This design comes from an exercise in tuning for small area on the open sky130 flow, not from production work. Where RTL was checked, it was by simulation tests only, not by an equivalence proof against the original. Function not checked in run 1: the RTL went through the layout flow alone. No activity file was given, so power comes from the tool's default toggle rates.

==> flow/design.v (outline; a module is shown in full before it is edited, if it fits) <==
// module alu_32: 1166 lines
// module alu_fa: 4 lines
// module alu_ha: 4 lines
// module alu_xor: 3 lines
// module alu_gp: 4 lines
// module alu_g: 3 lines
// module alu_ppa: 275 lines
module alu_32(
    input clk, rst,
    input [31:0] a_in, b_in,
    input [3:0] select,
    output reg [31:0] y_out,
    output reg flag, carry_bit);
  // ...
==> flow/run.sh <==
#!/bin/bash
# synth_recipe.tcl (not shown) runs the flow's synth.tcl, then flattens the netlist and writes it again
# the make line also repeats each setting of config.mk as NAME=value (left out here)
make -C /OpenROAD-flow-scripts/flow DESIGN_CONFIG=/design/flow/config.mk WORK_HOME=/design/flow/orfs CLKGATE_MAP_FILE= SYNTH_SCRIPT=/design/flow/synth_recipe.tcl finish
==> flow/config.mk <==
export PLATFORM = sky130hd
export DESIGN_NAME = alu_32
export DESIGN_NICKNAME = alu_32
export VERILOG_FILES = /design/flow/design.v
export SDC_FILE = /design/flow/constraint.sdc
export NUM_CORES = 4
export LEC_CHECK = 0
export CAP_MARGIN = 20
export CORE_MARGIN = 2
export CORE_UTILIZATION = 40
export SLEW_MARGIN = 20
export SYNTH_HIERARCHICAL = 1
==> flow/constraint.sdc <==
create_clock -name core_clock -period 10.0 [get_ports {clk}]
set_input_delay 2.0000 -clock core_clock [delete_from_list [all_inputs] [get_ports {clk}]]
set_output_delay 2.0000 -clock core_clock [all_outputs]
set_load 0.01 [all_outputs]
==> out/qor.txt, run 1 <==
RR Startpoint -> carry_bit
Register area -> 681 µm²
Most frequent cells after synthesis -> xnor2_1 (289), a22oi_1 (236), fa_1 (197)
Combinational Power Share -> 78.6%
CTS root buf -> clkbuf_16
Worst slew pin tran -> 1.05 ns
Global-route met1 utilization -> 38.9%
Worst-Skew Late Latency -> 0.29 ns
Hold/Removal Path Class -> reg2reg
Final setup viols -> 0
Total grt overflow -> 0
Leakage Power -> 7.28 nW
Comb group -> 1.36 mW
Status -> finished clean
Port buffer count -> 103
Pwr top -> combinational logic
DIE AREA -> 40000 µm²
Slowest cell on crit path -> clkdlybuf4s50_1
DRC -> 0
Largest register FFs -> 32
Top sig layer -> met4
Clk sinks -> 34
Stages on worst setup path -> 24
Bufs and invs on worst path -> 2
Crit path DAT -> 9.88 ns
==> run 2: changes to the inputs <==
--- a/flow/design.v
+++ b/flow/design.v
@@ -668,98 +668,101 @@
   wire op_mul = (select == 4'd2);
   wire op_srl = (select == 4'd3);
   wire op_sll = (select == 4'd4);
   wire op_and = (select == 4'd5);
   wire op_or  = (select == 4'd6);
   wire op_xor = (select == 4'd7);
   wire op_not = (select == 4'd8);
   wire op_as  = op_add | op_sub;
-  wire big = |b_in[31:5];
+  wire big;
+  alu_big u_big (.b(b_in[31:5]), .y(big));
   wire op_sh  = op_srl | op_sll;   
   wire [31:0] x = op_srl ? a_rev : a_in;
+  wire [15:0] shd;
+  alu_dec u_dec (.s(b_in[4:1]), .en(op_sh), .d(shd));
   wire bx0 = b_in[0] ^ 1'b0;
   wire by0 = b_in[1] ^ b_in[0];
-  wire one0 = (op_mul & bx0) | ((op_sh & (b_in[4:1] == 4'd0)) & ~b_in[0]) | op_as;
-  wire two0 = (op_mul & by0 & ~bx0) | ((op_sh & (b_in[4:1] == 4'd0)) & b_in[0]);
+  wire one0 = (op_mul & bx0) | (shd[0] & ~b_in[0]) | op_as;
+  wire two0 = (op_mul & by0 & ~bx0) | (shd[0] & b_in[0]);
   wire neg0 = op_mul & b_in[1];
   wire bx1 = b_in[2] ^ b_in[1];
   wire by1 = b_in[3] ^ b_in[2];
-  wire one1 = (op_mul & bx1) | ((op_sh & (b_in[4:1] == 4'd1)) & ~b_in[0]);
-  wire two1 = (op_mul & by1 & ~bx1) | ((op_sh & (b_in[4:1] == 4'd1)) & b_in[0]);
+  wire one1 = (op_mul & bx1) | (shd[1] & ~b_in[0]);
+  wire two1 = (op_mul & by1 & ~bx1) | (shd[1] & b_in[0]);
   wire neg1 = op_mul & b_in[3];
   wire bx2 = b_in[4] ^ b_in[3];
   wire by2 = b_in[5] ^ b_in[4];
-  wire one2 = (op_mul & bx2) | ((op_sh & (b_in[4:1] == 4'd2)) & ~b_in[0]);
-  wire two2 = (op_mul & by2 & ~bx2) | ((op_sh & (b_in[4:1] == 4'd2)) & b_in[0]);
+  wire one2 = (op_mul & bx2) | (shd[2] & ~b_in[0]);
+  wire two2 = (op_mul & by2 & ~bx2) | (shd[2] & b_in[0]);
   wire neg2 = op_mul & b_in[5];
   wire bx3 = b_in[6] ^ b_in[5];
   wire by3 = b_in[7] ^ b_in[6];
-  wire one3 = (op_mul & bx3) | ((op_sh & (b_in[4:1] == 4'd3)) & ~b_in[0]);
-  wire two3 = (op_mul & by3 & ~bx3) | ((op_sh & (b_in[4:1] == 4'd3)) & b_in[0]);
+  wire one3 = (op_mul & bx3) | (shd[3] & ~b_in[0]);
+  wire two3 = (op_mul & by3 & ~bx3) | (shd[3] & b_in[0]);
   wire neg3 = op_mul & b_in[7];
   wire bx4 = b_in[8] ^ b_in[7];
   wire by4 = b_in[9] ^ b_in[8];
-  wire one4 = (op_mul & bx4) | ((op_sh & (b_in[4:1] == 4'd4)) & ~b_in[0]);
-  wire two4 = (op_mul & by4 & ~bx4) | ((op_sh & (b_in[4:1] == 4'd4)) & b_in[0]);
+  wire one4 = (op_mul & bx4) | (shd[4] & ~b_in[0]);
+  wire two4 = (op_mul & by4 & ~bx4) | (shd[4] & b_in[0]);
   wire neg4 = op_mul & b_in[9];
   wire bx5 = b_in[10] ^ b_in[9];
   wire by5 = b_in[11] ^ b_in[10];
-  wire one5 = (op_mul & bx5) | ((op_sh & (b_in[4:1] == 4'd5)) & ~b_in[0]);
-  wire two5 = (op_mul & by5 & ~bx5) | ((op_sh & (b_in[4:1] == 4'd5)) & b_in[0]);
+  wire one5 = (op_mul & bx5) | (shd[5] & ~b_in[0]);
+  wire two5 = (op_mul & by5 & ~bx5) | (shd[5] & b_in[0]);
   wire neg5 = op_mul & b_in[11];
   wire bx6 = b_in[12] ^ b_in[11];
   wire by6 = b_in[13] ^ b_in[12];
-  wire one6 = (op_mul & bx6) | ((op_sh & (b_in[4:1] == 4'd6)) & ~b_in[0]);
-  wire two6 = (op_mul & by6 & ~bx6) | ((op_sh & (b_in[4:1] == 4'd6)) & b_in[0]);
+  wire one6 = (op_mul & bx6) | (shd[6] & ~b_in[0]);
+  wire two6 = (op_mul & by6 & ~bx6) | (shd[6] & b_in[0]);
   wire neg6 = op_mul & b_in[13];
   wire bx7 = b_in[14] ^ b_in[13];
   wire by7 = b_in[15] ^ b_in[14];
-  wire one7 = (op_mul & bx7) | ((op_sh & (b_in[4:1] == 4'd7)) & ~b_in[0]);
-  wire two7 = (op_mul & by7 & ~bx7) | ((op_sh & (b_in[4:1] == 4'd7)) & b_in[0]);
+  wire one7 = (op_mul & bx7) | (shd[7] & ~b_in[0]);
+  wire two7 = (op_mul & by7 & ~bx7) | (shd[7] & b_in[0]);
   wire neg7 = op_mul & b_in[15];
   wire bx8 = b_in[16] ^ b_in[15];
   wire by8 = b_in[17] ^ b_in[16];
-  wire one8 = (op_mul & bx8) | ((op_sh & (b_in[4:1] == 4'd8)) & ~b_in[0]);
-  wire two8 = (op_mul & by8 & ~bx8) | ((op_sh & (b_in[4:1] == 4'd8)) & b_in[0]);
+  wire one8 = (op_mul & bx8) | (shd[8] & ~b_in[0]);
+  wire two8 = (op_mul & by8 & ~bx8) | (shd[8] & b_in[0]);
   wire neg8 = op_mul & b_in[17];
   wire bx9 = b_in[18] ^ b_in[17];
   wire by9 = b_in[19] ^ b_in[18];
-  wire one9 = (op_mul & bx9) | ((op_sh & (b_in[4:1] == 4'd9)) & ~b_in[0]);
-  wire two9 = (op_mul & by9 & ~bx9) | ((op_sh & (b_in[4:1] == 4'd9)) & b_in[0]);
+  wire one9 = (op_mul & bx9) | (shd[9] & ~b_in[0]);
+  wire two9 = (op_mul & by9 & ~bx9) | (shd[9] & b_in[0]);
   wire neg9 = op_mul & b_in[19];
   wire bx10 = b_in[20] ^ b_in[19];
   wire by10 = b_in[21] ^ b_in[20];
-  wire one10 = (op_mul & bx10) | ((op_sh & (b_in[4:1] == 4'd10)) & ~b_in[0]);
-  wire two10 = (op_mul & by10 & ~bx10) | ((op_sh & (b_in[4:1] == 4'd10)) & b_in[0]);
+  wire one10 = (op_mul & bx10) | (shd[10] & ~b_in[0]);
+  wire two10 = (op_mul & by10 & ~bx10) | (shd[10] & b_in[0]);
   wire neg10 = op_mul & b_in[21];
   wire bx11 = b_in[22] ^ b_in[21];
   wire by11 = b_in[23] ^ b_in[22];
-  wire one11 = (op_mul & bx11) | ((op_sh & (b_in[4:1] == 4'd11)) & ~b_in[0]);
-  wire two11 = (op_mul & by11 & ~bx11) | ((op_sh & (b_in[4:1] == 4'd11)) & b_in[0]);
+  wire one11 = (op_mul & bx11) | (shd[11] & ~b_in[0]);
+  wire two11 = (op_mul & by11 & ~bx11) | (shd[11] & b_in[0]);
   wire neg11 = op_mul & b_in[23];
   wire bx12 = b_in[24] ^ b_in[23];
   wire by12 = b_in[25] ^ b_in[24];
-  wire one12 = (op_mul & bx12) | ((op_sh & (b_in[4:1] == 4'd12)) & ~b_in[0]);
-  wire two12 = (op_mul & by12 & ~bx12) | ((op_sh & (b_in[4:1] == 4'd12)) & b_in[0]);
+  wire one12 = (op_mul & bx12) | (shd[12] & ~b_in[0]);
+  wire two12 = (op_mul & by12 & ~bx12) | (shd[12] & b_in[0]);
   wire neg12 = op_mul & b_in[25];
   wire bx13 = b_in[26] ^ b_in[25];
   wire by13 = b_in[27] ^ b_in[26];
-  wire one13 = (op_mul & bx13) | ((op_sh & (b_in[4:1] == 4'd13)) & ~b_in[0]);
-  wire two13 = (op_mul & by13 & ~bx13) | ((op_sh & (b_in[4:1] == 4'd13)) & b_in[0]);
+  wire one13 = (op_mul & bx13) | (shd[13] & ~b_in[0]);
+  wire two13 = (op_mul & by13 & ~bx13) | (shd[13] & b_in[0]);
   wire neg13 = op_mul & b_in[27];
   wire bx14 = b_in[28] ^ b_in[27];
   wire by14 = b_in[29] ^ b_in[28];
-  wire one14 = (op_mul & bx14) | ((op_sh & (b_in[4:1] == 4'd14)) & ~b_in[0]);
-  wire two14 = (op_mul & by14 & ~bx14) | ((op_sh & (b_in[4:1] == 4'd14)) & b_in[0]);
+  wire one14 = (op_mul & bx14) | (shd[14] & ~b_in[0]);
+  wire two14 = (op_mul & by14 & ~bx14) | (shd[14] & b_in[0]);
   wire neg14 = op_mul & b_in[29];
   wire bx15 = b_in[30] ^ b_in[29];
   wire by15 = b_in[31] ^ b_in[30];
-  wire one15 = (op_mul & bx15) | ((op_sh & (b_in[4:1] == 4'd15)) & ~b_in[0]);
-  wire two15 = (op_mul & by15 & ~bx15) | ((op_sh & (b_in[4:1] == 4'd15)) & b_in[0]);
+  wire one15 = (op_mul & bx15) | (shd[15] & ~b_in[0]);
+  wire two15 = (op_mul & by15 & ~bx15) | (shd[15] & b_in[0]);
   wire neg15 = op_mul & b_in[31];
   wire xc1 = neg1 | op_sub;
   wire [272-1:0] ppv;
   alu_ppa u_ppa (.x(x), .one(one_v), .two(two_v), .xc(xc_v), .e(op_as), .b(b_in), .pp(ppv));
   wire [15:0] one_v = {one15, one14, one13, one12, one11, one10, one9, one8, one7, one6, one5, one4, one3, one2, one1, one0};
   wire [15:0] two_v = {two15, two14, two13, two12, two11, two10, two9, two8, two7, two6, two5, two4, two3, two2, two1, two0};
   wire [15:0] xc_v = {neg15, neg14, neg13, neg12, neg11, neg10, neg9, neg8, neg7, neg6, neg5, neg4, neg3, neg2, xc1, neg0};
   assign ng1 = neg0 | (op_as & (b_in[0] ^ op_sub));
@@ -1170,16 +1173,25 @@
 endmodule
 module alu_ha(input a, b, output s, co);
   assign s = a ^ b;
   assign co = a & b;
 endmodule
 module alu_xor(input a, b, output y);
   assign y = a ^ b;
 endmodule
+module alu_big(input [26:0] b, output y);
+  assign y = |b;
+endmodule
+module alu_dec(input [3:0] s, input en, output [15:0] d);
+  genvar i;
+  generate for (i = 0; i < 16; i = i + 1) begin : g
+    assign d[i] = en & (s == i);
+  end endgenerate
+endmodule
 module alu_gp(input g1, p1, g0, p0, output g, p);
   assign g = g1 | (p1 & g0);
   assign p = p1 & p0;
 endmodule
 module alu_g(input g1, p1, g0, output g);
   assign g = g1 | (p1 & g0);
 endmodule
 module alu_ppa(input [31:0] x, input [15:0] one, two, xc, input e,
==> flow/flow/run.sh (new file) <==
#!/bin/bash
# Layout flow: the standard ORFS flow (standard.sh, unchanged synthesis),
# with the port buffers made of the smallest buffer cell instead of the
# default delay buffer, and power/area recovery on paths with positive slack
# after global routing. Each tool's output goes to a log in this folder.
set -euo pipefail
export BUFFER_PORTS_ARGS="-buffer_cell sky130_fd_sc_hd__buf_1"
export RECOVER_POWER=100
bash standard.sh > standard.log 2>&1
==> flow/standard.sh (new file) <==
#!/bin/bash
# synth_recipe.tcl (not shown) runs the flow's synth.tcl, then flattens the netlist and writes it again
# the make line also repeats each setting of config.mk as NAME=value (left out here)
make -C /OpenROAD-flow-scripts/flow DESIGN_CONFIG=/design/flow/config.mk WORK_HOME=/design/flow/orfs CLKGATE_MAP_FILE= SYNTH_SCRIPT=/design/flow/synth_recipe.tcl "${@:-finish}"
==> flow/config.mk (replaced) <==
export PLATFORM = sky130hd
export DESIGN_NAME = alu_32
export DESIGN_NICKNAME = alu_32
export VERILOG_FILES = /design/flow/design.v
export SDC_FILE = /design/flow/constraint.sdc
export NUM_CORES = 4
export LEC_CHECK = 0
export CAP_MARGIN = 0
export CORE_MARGIN = 2
export CORE_UTILIZATION = 40
export SLEW_MARGIN = 0
export SYNTH_HIERARCHICAL = 1
removed: flow/run.sh
==> run 2 against run 1 <==
Highest routed layer unchanged. First-iteration DRC count up 30%. Via count up 0.33%. Sequential power about the same. Die area down 2.8%. Still clean on timing, DRC and antenna. Sequential cell count unchanged. Total power down 8.8%. Non-clock buffer count down 21. Setup slack worse by 0.0084 ns. Sequential share of layout area up 0.36 points. Clock power down 29%. Register-to-register slack better by 0.04 ns.
==> out/qor.txt, run 2 <==
Status -> finished clean
Syn_nets -> 2009
Clock Power Share -> 9.6%
Met3 GRT Util -> 2.87%
Post-Route WL -> 57100 µm
GRT busiest layer -> met2
Global-route met1 utilization -> 41.6% (+2.7 points)
Final #Nets -> 1998
Sw power -> 0.866 mW
Biggest regs -> y_out: 32 flops, carry_bit: 1 flops, flag: 1 flops
Internal -> 0.714 mW
Hold EP -> carry_bit
Ys Warns -> 7
CTS root buf -> clkbuf_16
Post-synthesis sequential area ratio -> 4.56%
Vias post-DR -> 13906
Wirelength per Cell -> 26.7 µm
Vias per inst -> 6.51
Setup TNS -> 0 ns
Sequential share of power -> 10.1%
Grt met2 use -> 45.9%
Non-filler instance count after layout -> 2137
Worst-Skew Late Latency -> 0.28 ns (about the same)
Mapped Cells -> 1680
Die Span Y -> 197 µm
DIE AREA -> 38900 µm² (-2.8%)
Combinational Power Share -> 80.4% (+1.8 points)
Hold WS -> 0.516 ns
Slowest cell on crit path -> o22ai_2
Slowest cell delay on critical path -> 0.56 ns
Longest Clk Path Bufs -> 2
Most common cell in the netlist -> xnor2_1
Hold Fails Final Rpt -> 0
First-pass GRT wire length -> 86600 µm
Hold/Removal Path Class -> reg2reg
Largest register FFs -> 32 (unchanged)
TritonCTS clock tree -> yes
Total CTS buffers -> 5
Die X -> 197 µm
Worst Hold Launch -> carry_bit
Commonest cells after routing, fill and taps aside -> xnor2_1 (289), a22oi_1 (259), fa_1 (197)
Reg2reg setup slack -> 9.38 ns
Core area -> 36700 µm²
Synth area leaders -> fa_1 (26%), xnor2_1 (17%), a22oi_1 (13%)
Req. time, crit path -> 10.16 ns
Largest net degree at the start of global routing -> 53
Max-Cap Viols -> 0
DRC -> 0 (unchanged)
Seq cells post-synth -> 34
Area leader, netlist -> fa_1
Detail Placement HPWL -> 44000 µm
Final setup viols -> 0 (unchanged)
Setup Buffers After CTS -> 0
Synth Area per Inst -> 8.89 µm²
Pre-CTS setup slack -> 0.214 ns
Fmax -> 104 MHz
Most frequent cells after synthesis -> xnor2_1 (289), a22oi_1 (259), fa_1 (197)
Total grt overflow -> 0 (unchanged)
Top cell type's share of synthesized area -> 26.4%
Depth of the worst hold-timing path -> 2
Ys async rst share -> 0%
Antenna violations before repair -> 0
Layout cells sized above 1 -> 9.05%
Placed cell areas -> 15700 µm²
P&R area growth vs syn -> 6.13%
Max FO, Critical Path -> 10
Cts repair resizes -> 0
Fin crit period -> 9.66 ns
Synthesized cell area -> 14900 µm²
Drt pass-1 iters -> 8
WS Path Type -> in2reg
Initial Utilization -> 40.7%
Clk sinks -> 34 (unchanged)
Crit path DAT -> 9.82 ns (-0.06 ns)
Row count -> 70
Max VDD drop -> 0.0000686 V
GP Congestion -> 0.936
Skew final -> 0 ns
Fin crit share -> 96.6%
Reg2reg path depth -> 2
Worst slew pin tran -> 1.39 ns (+0.339 ns)
RR Startpoint -> carry_bit
CP startpoint kind -> input port
Worst reg2reg endpoint -> carry_bit
Unrepaired setup endpoints after global routing -> false
Worst setup EP type -> flip-flop
Rel. slew slack -> 7.60%
Port buffer count -> 103 (unchanged)
Clock slew at reported path FFs -> 0.05 ns
Antenna-violating nets left -> 0
Final Util -> 43.2%
Post-synth EDFFs -> 0
Largest Register -> y_out
DRT iter0 DRCs -> 1914
Dominant synthesized flop cell -> dfxtp_1
Via count of the first global-routing pass -> 13855
Total GRT Usage -> 29.2%
Power per cell area -> 99.6 nW/µm²
Slew Limit Fails -> 0
Net Sw Frac -> 54.8%
Overall power -> 1.58 mW
Leakage Power -> 6.45 nW (-11%)
Dpl cells -> 2130
Commonest non-fill, non-tap cell in the layout -> xnor2_1
Final worst slack -> 0.343 ns
Hold_buf cts -> 0
H-tree levels -> 2
Final instance area -> 15900 µm²
Netlist cell types -> 47
Io pins -> 104
ANT cells -> 0
Dominant cell type by count on the critical path -> a21o_1
==> run 2: worst max-delay path by stage <==
stage | startpoint | end | depth (start not counted)
6_report | select[0] | carry_bit | 29
3_5_place_dp | select[0] | carry_bit | 29
2_1_floorplan | select[0] | carry_bit | 29
5_1_grt | select[0] | carry_bit | 29
4_1_cts | select[0] | carry_bit | 29
3_3_place_gp | select[0] | carry_bit | 28
==> run 2: power groups by stage <==
stage / clock, mW / sequential [mW] / combinational, mW
global route: 0.157 / 0.161 / 1.37
detailed placement: 0 / 0.162 / 1.24
global placement: 0 / 0.162 / 1.23
CTS: 0.152 / 0.159 / 1.25
finish: 0.151 / 0.159 / 1.27
floorplan: 0 / 0.173 / 0.829
==> run 2: critical path: cells and delay by family <==
family	cells	cell delay, ns
xor+xnor	2	0.66
buf+inv	5	0.84
compound gates	8	2.28
fa+ha+maj	6	2.52
mux	1	0.14
simple gates	7	1.37
==> run 2: final cells by class <==
type                            count  area [µm²]
Clock buffer                        5         125
Clock inverter                      2        10.0
Fill cell                        3627       20800
Inverter                           48         180
Multi-Input combinational cell   1395       13200
Sequential cell                    34         681
Tap cell                          468         586
Timing Repair Buffer              185        1070
==> run 2: layer usage <==
layer / vias to the layer above / part of all wire, %
met4: 0 / 3.6
met2: 846 / 44
met1: 6938 / 43
met3: 122 / 9.3
li1: 6000 / -
met5: - / 0
==> run 2: logic make-up after synthesis <==
family,after synthesis,share of synthesized area [%]
AOI/OAI and AO/OA,549,25.5
xor gates and xnor gates,350,20.5
adders and majority gates,260,31.7
buffers and inverters,251,7.85
DFF,34,4.56
muxes,33,2.48
and+or+nand+nor,203,7.48
==> run 2: per-module statistics from Yosys (local to each module, per instance) <==
module   copies in the design  cell area (µm²)  flops+latches
alu_gp                     22             13.8              0
alu_g                      30             7.51              0
alu_32                      1             3880             34
alu_xor                    60             8.76              0
alu_ha                     62             12.5              0
alu_ppa                     1             5110              0
alu_dec                     1              118              0
alu_fa                    197             20.0              0
alu_big                     1             57.6              0
==> run 3: changes to the inputs <==
--- a/flow/config.mk
+++ b/flow/config.mk
@@ -5,8 +5,8 @@
 export SDC_FILE = /design/flow/constraint.sdc
 export NUM_CORES = 4
 export LEC_CHECK = 0
-export CAP_MARGIN = 0
+export CAP_MARGIN = 20
 export CORE_MARGIN = 2
 export CORE_UTILIZATION = 40
-export SLEW_MARGIN = 0
+export SLEW_MARGIN = 20
 export SYNTH_HIERARCHICAL = 1
==> run 3 against run 2 <==
Sequential cell count is the same. Critical path depth stayed put. Clock skew did not move. Count of clock-buffer cells in the layout is 2 higher. First-iteration DRC count is 4.6% lower. Combinational power about the same. Cell count about the same. Sequential share of layout area is essentially flat.
==> out/qor.txt, run 3 <==
ANT cells -> 0 (unchanged)
Worst-Skew Late Latency -> 0.28 ns (about the same)
Row count -> 70 (unchanged)
Area leader, netlist -> fa_1
Io pins -> 104 (unchanged)
Top cell type's share of synthesized area -> 26.4% (unchanged)
DIE AREA -> 38900 µm² (unchanged)
GP Congestion -> 0.936 (unchanged)
Leakage Power -> 6.45 nW (about the same)
Mapped Cells -> 1680 (unchanged)
Commonest cells after routing, fill and taps aside -> xnor2_1 (289), a22oi_1 (259), fa_1 (197)
Slowest cell on crit path -> o22ai_2
Fmax -> 103 MHz (-0.42%)
Slew Limit Fails -> 0 (unchanged)
Worst Hold Launch -> carry_bit
Hold_buf cts -> 0 (unchanged)
Worst setup path start -> select[0]
Initial Utilization -> 40.7% (unchanged)
Final setup viols -> 0 (unchanged)
Max-Cap Viols -> 0 (unchanged)
Post-synthesis sequential area ratio -> 4.56% (unchanged)
Seq cells post-synth -> 34 (unchanged)
Synth area leaders -> fa_1 (26%), xnor2_1 (17%), a22oi_1 (13%)
Layout cells sized above 1 -> 9.04% (about the same)
H-tree levels -> 2 (unchanged)
CTS root buf -> clkbuf_16
Hold Fails Final Rpt -> 0 (unchanged)
Antenna violations before repair -> 0 (unchanged)
Vias post-DR -> 13906 (unchanged)
Stages on worst setup path -> 29 (unchanged)
Worst setup EP type -> flip-flop
Ys Warns -> 7 (unchanged)
Max VDD drop -> 0.0000713 V (+3.9%)
Setup Buffers After CTS -> 0 (unchanged)
Synth Area per Inst -> 8.89 µm² (unchanged)
Biggest regs -> y_out: 32 flops, carry_bit: 1 flops, flag: 1 flops
Netlist cell types -> 47 (unchanged)
Die X -> 197 µm (unchanged)
CP top delay family -> adder cells
Syn_nets -> 2009 (unchanged)
Crit path DAT -> 9.86 ns (+0.04 ns)
Cts repair resizes -> 0 (unchanged)
DRT iter0 DRCs -> 1825 (-4.6%)
Reg2reg setup slack -> 9.38 ns (about the same)
Largest register FFs -> 32 (unchanged)
Port buffer count -> 103 (unchanged)
Slowest cell delay on critical path -> 0.57 ns (about the same)
Detail Placement HPWL -> 44000 µm (about the same)
First-pass GRT wire length -> 86400 µm (-0.27%)
Vias per inst -> 6.50 (about the same)
Final #Nets -> 1998 (unchanged)
Hold/Removal Path Class -> reg2reg
Total GRT Usage -> 29.1% (-0.096 points)
RR Startpoint -> carry_bit
Total CTS buffers -> 5 (unchanged)
Depth of the worst hold-timing path -> 2 (unchanged)
Commonest non-fill, non-tap cell in the layout -> xnor2_1
CP startpoint kind -> input port
Total grt overflow -> 0 (unchanged)
Dominant cell type by count on the critical path -> a21o_1
Skew final -> 0 ns (unchanged)
Ys async rst share -> 0% (unchanged)
Bufs and invs on worst path -> 5 (unchanged)
Wirelength per Cell -> 26.7 µm (-0.13%)
TritonCTS clock tree -> yes
Drt pass-1 iters -> 12 (+4)
Post-Route WL -> 57000 µm (about the same)
Setup TNS -> 0 ns (unchanged)
Worst slew pin tran -> 0.901 ns (-0.485 ns)
Most frequent cells after synthesis -> xnor2_1 (289), a22oi_1 (259), fa_1 (197)
Die Span Y -> 197 µm (unchanged)
Status -> finished clean
Reg2reg path depth -> 2 (unchanged)
Synthesized cell area -> 14900 µm² (unchanged)
Largest Register -> y_out
Most common cell in the netlist -> xnor2_1
Dominant synthesized flop cell -> dfxtp_1
Unrepaired setup endpoints after global routing -> false
Clock slew at reported path FFs -> 0.06 ns (about the same)
Longest Clk Path Bufs -> 2 (unchanged)
WS Path Type -> in2reg
DRC -> 0 (unchanged)
Post-synth EDFFs -> 0 (unchanged)
Largest net degree at the start of global routing -> 53 (unchanged)
Rel. slew slack -> 39.9% (+32 points)
Power per cell area -> 100 nW/µm² (+0.65%)
Via count of the first global-routing pass -> 13856 (+0.0072%)
Antenna-violating nets left -> 0 (unchanged)
Fin crit period -> 9.70 ns (+0.0403 ns)
P&R area growth vs syn -> 6.23% (about the same)
Overall power -> 1.59 mW (+0.75%)
Clk sinks -> 34 (unchanged)
Max FO, Critical Path -> 10 (unchanged)
Core area -> 36700 µm² (unchanged)
Req. time, crit path -> 10.16 ns (about the same)
Fin crit share -> 97.0% (+0.40 points)
Fillers -> 3662 (+0.96%)
-- run 3: tightest hold or removal path, cell delays in order, from the launching register on --
cell and delay (ns):
dfxtp_1 0.34, mux2i_1 0.08, nor2_1 0.08
-- run 3: power by group --
| part | leakage, nW | internal, mW | switching [mW] |
|---|---|---|---|
| combinational | 6.10 | 0.470 | 0.806 |
| clock | 0.0739 | 0.0987 | 0.0584 |
| sequential | 0.278 | 0.155 | 0.00445 |
| total | 6.45 | 0.723 | 0.868 |
-- run 3: metal layers --
layer	part of all wire [%]	routed length, µm	global-route usage, %
met1	43	24200	41.2
met2	44	25300	45.5
met3	9.4	5370	3.57
met4	3.7	2110	10.6
met5	0	0	0
-- run 3: through the flow --
stage / setup slack [ns] / instances / util, % / instance area (µm²) / hold slack [ns]
4_1_cts: 0.486 / 2138 / 43.3 / 15900 / 0.525
3_3_place_gp: 0.271 / 2130 / 42.8 / 15700 / 0.523
3_5_place_dp: 0.205 / 2130 / 42.9 / 15700 / 0.513
5_1_grt: 0.0175 / 2138 / 43.2 / 15900 / 0.565
2_1_floorplan: 1.13 / 1680 / - / 14900 / 0.536
6_report: 0.303 / 2138 / 43.2 / 15900 / 0.524
-- run 3: cell families (layout without fill, tap and decap cells) --
logic type / count (synthesis) / after routing / synth area share, %
and+or+nand+nor: 203 / 203 / 7.48
muxes: 33 / 33 / 2.48
xor gates and xnor gates: 350 / 350 / 20.5
AOI/OAI and AO/OA: 549 / 549 / 25.5
buffers and inverters: 251 / 241 / 7.85
adders and majority gates: 260 / 260 / 31.7
DFF: 34 / 34 / 4.56
-- run 3: final cells by class --
type | instances | area [µm²] | area share (%)
inverter | 48 | 180 | 1.14
tap | 468 | 586 | 3.69
clock inverter | 1 | 5.00 | 0.0315
timing repair buffer | 185 | 1060 | 6.69
clock buffer | 7 | 143 | 0.899
sequential | 34 | 681 | 4.29
multi-input combinational | 1395 | 13200 | 83.3
-- run 3: final timing paths --
kind | endpoint
setup reg to reg | carry_bit
hold / removal | carry_bit
hold reg to reg | carry_bit
setup / recovery | carry_bit
-- run 3: per-module statistics from Yosys (local to each module, per instance) --
module / cell area (µm²) / cells inside / times used
alu_32: 3880 / 575 / 1
alu_ha: 12.5 / 1 / 62
alu_ppa: 5110 / 680 / 1
alu_big: 57.6 / 9 / 1
alu_gp: 13.8 / 2 / 22
alu_xor: 8.76 / 1 / 60
alu_dec: 118 / 23 / 1
alu_fa: 20.0 / 1 / 197
alu_g: 7.51 / 1 / 30

==> static timing again, ports no longer ideal <==
No port has a modelled driver above. Below, the same layouts with a new extraction and two added sets of constraints.
Step 1 assumes that a clkbuf_16 drives the clock port and a buf_2 every other input.
Step 2 times the ports against the registers' clock, not the clock port: input delays grow and output delays shrink by t, the midpoint of the rising clock arrivals with the driver on.
Slacks: ideal / step 1 / step 2; pairs: ideal / step 1.
run | t, ns | slack for setup (ns) | worst setup path after step 2
run 1 | 0.331 | 0.351 / 0.371 / 0.040 | input to register
run 2 | 0.328 | 0.343 / 0.367 / 0.039 | input to register
run 3 | 0.319 | 0.303 / 0.322 / 0.004 | input to register
After both steps setup and hold are still met in every run listed. For run 1, which loses most, drivers alone change the setup slack by +0.020 ns; drivers and shift together by -0.311 ns.
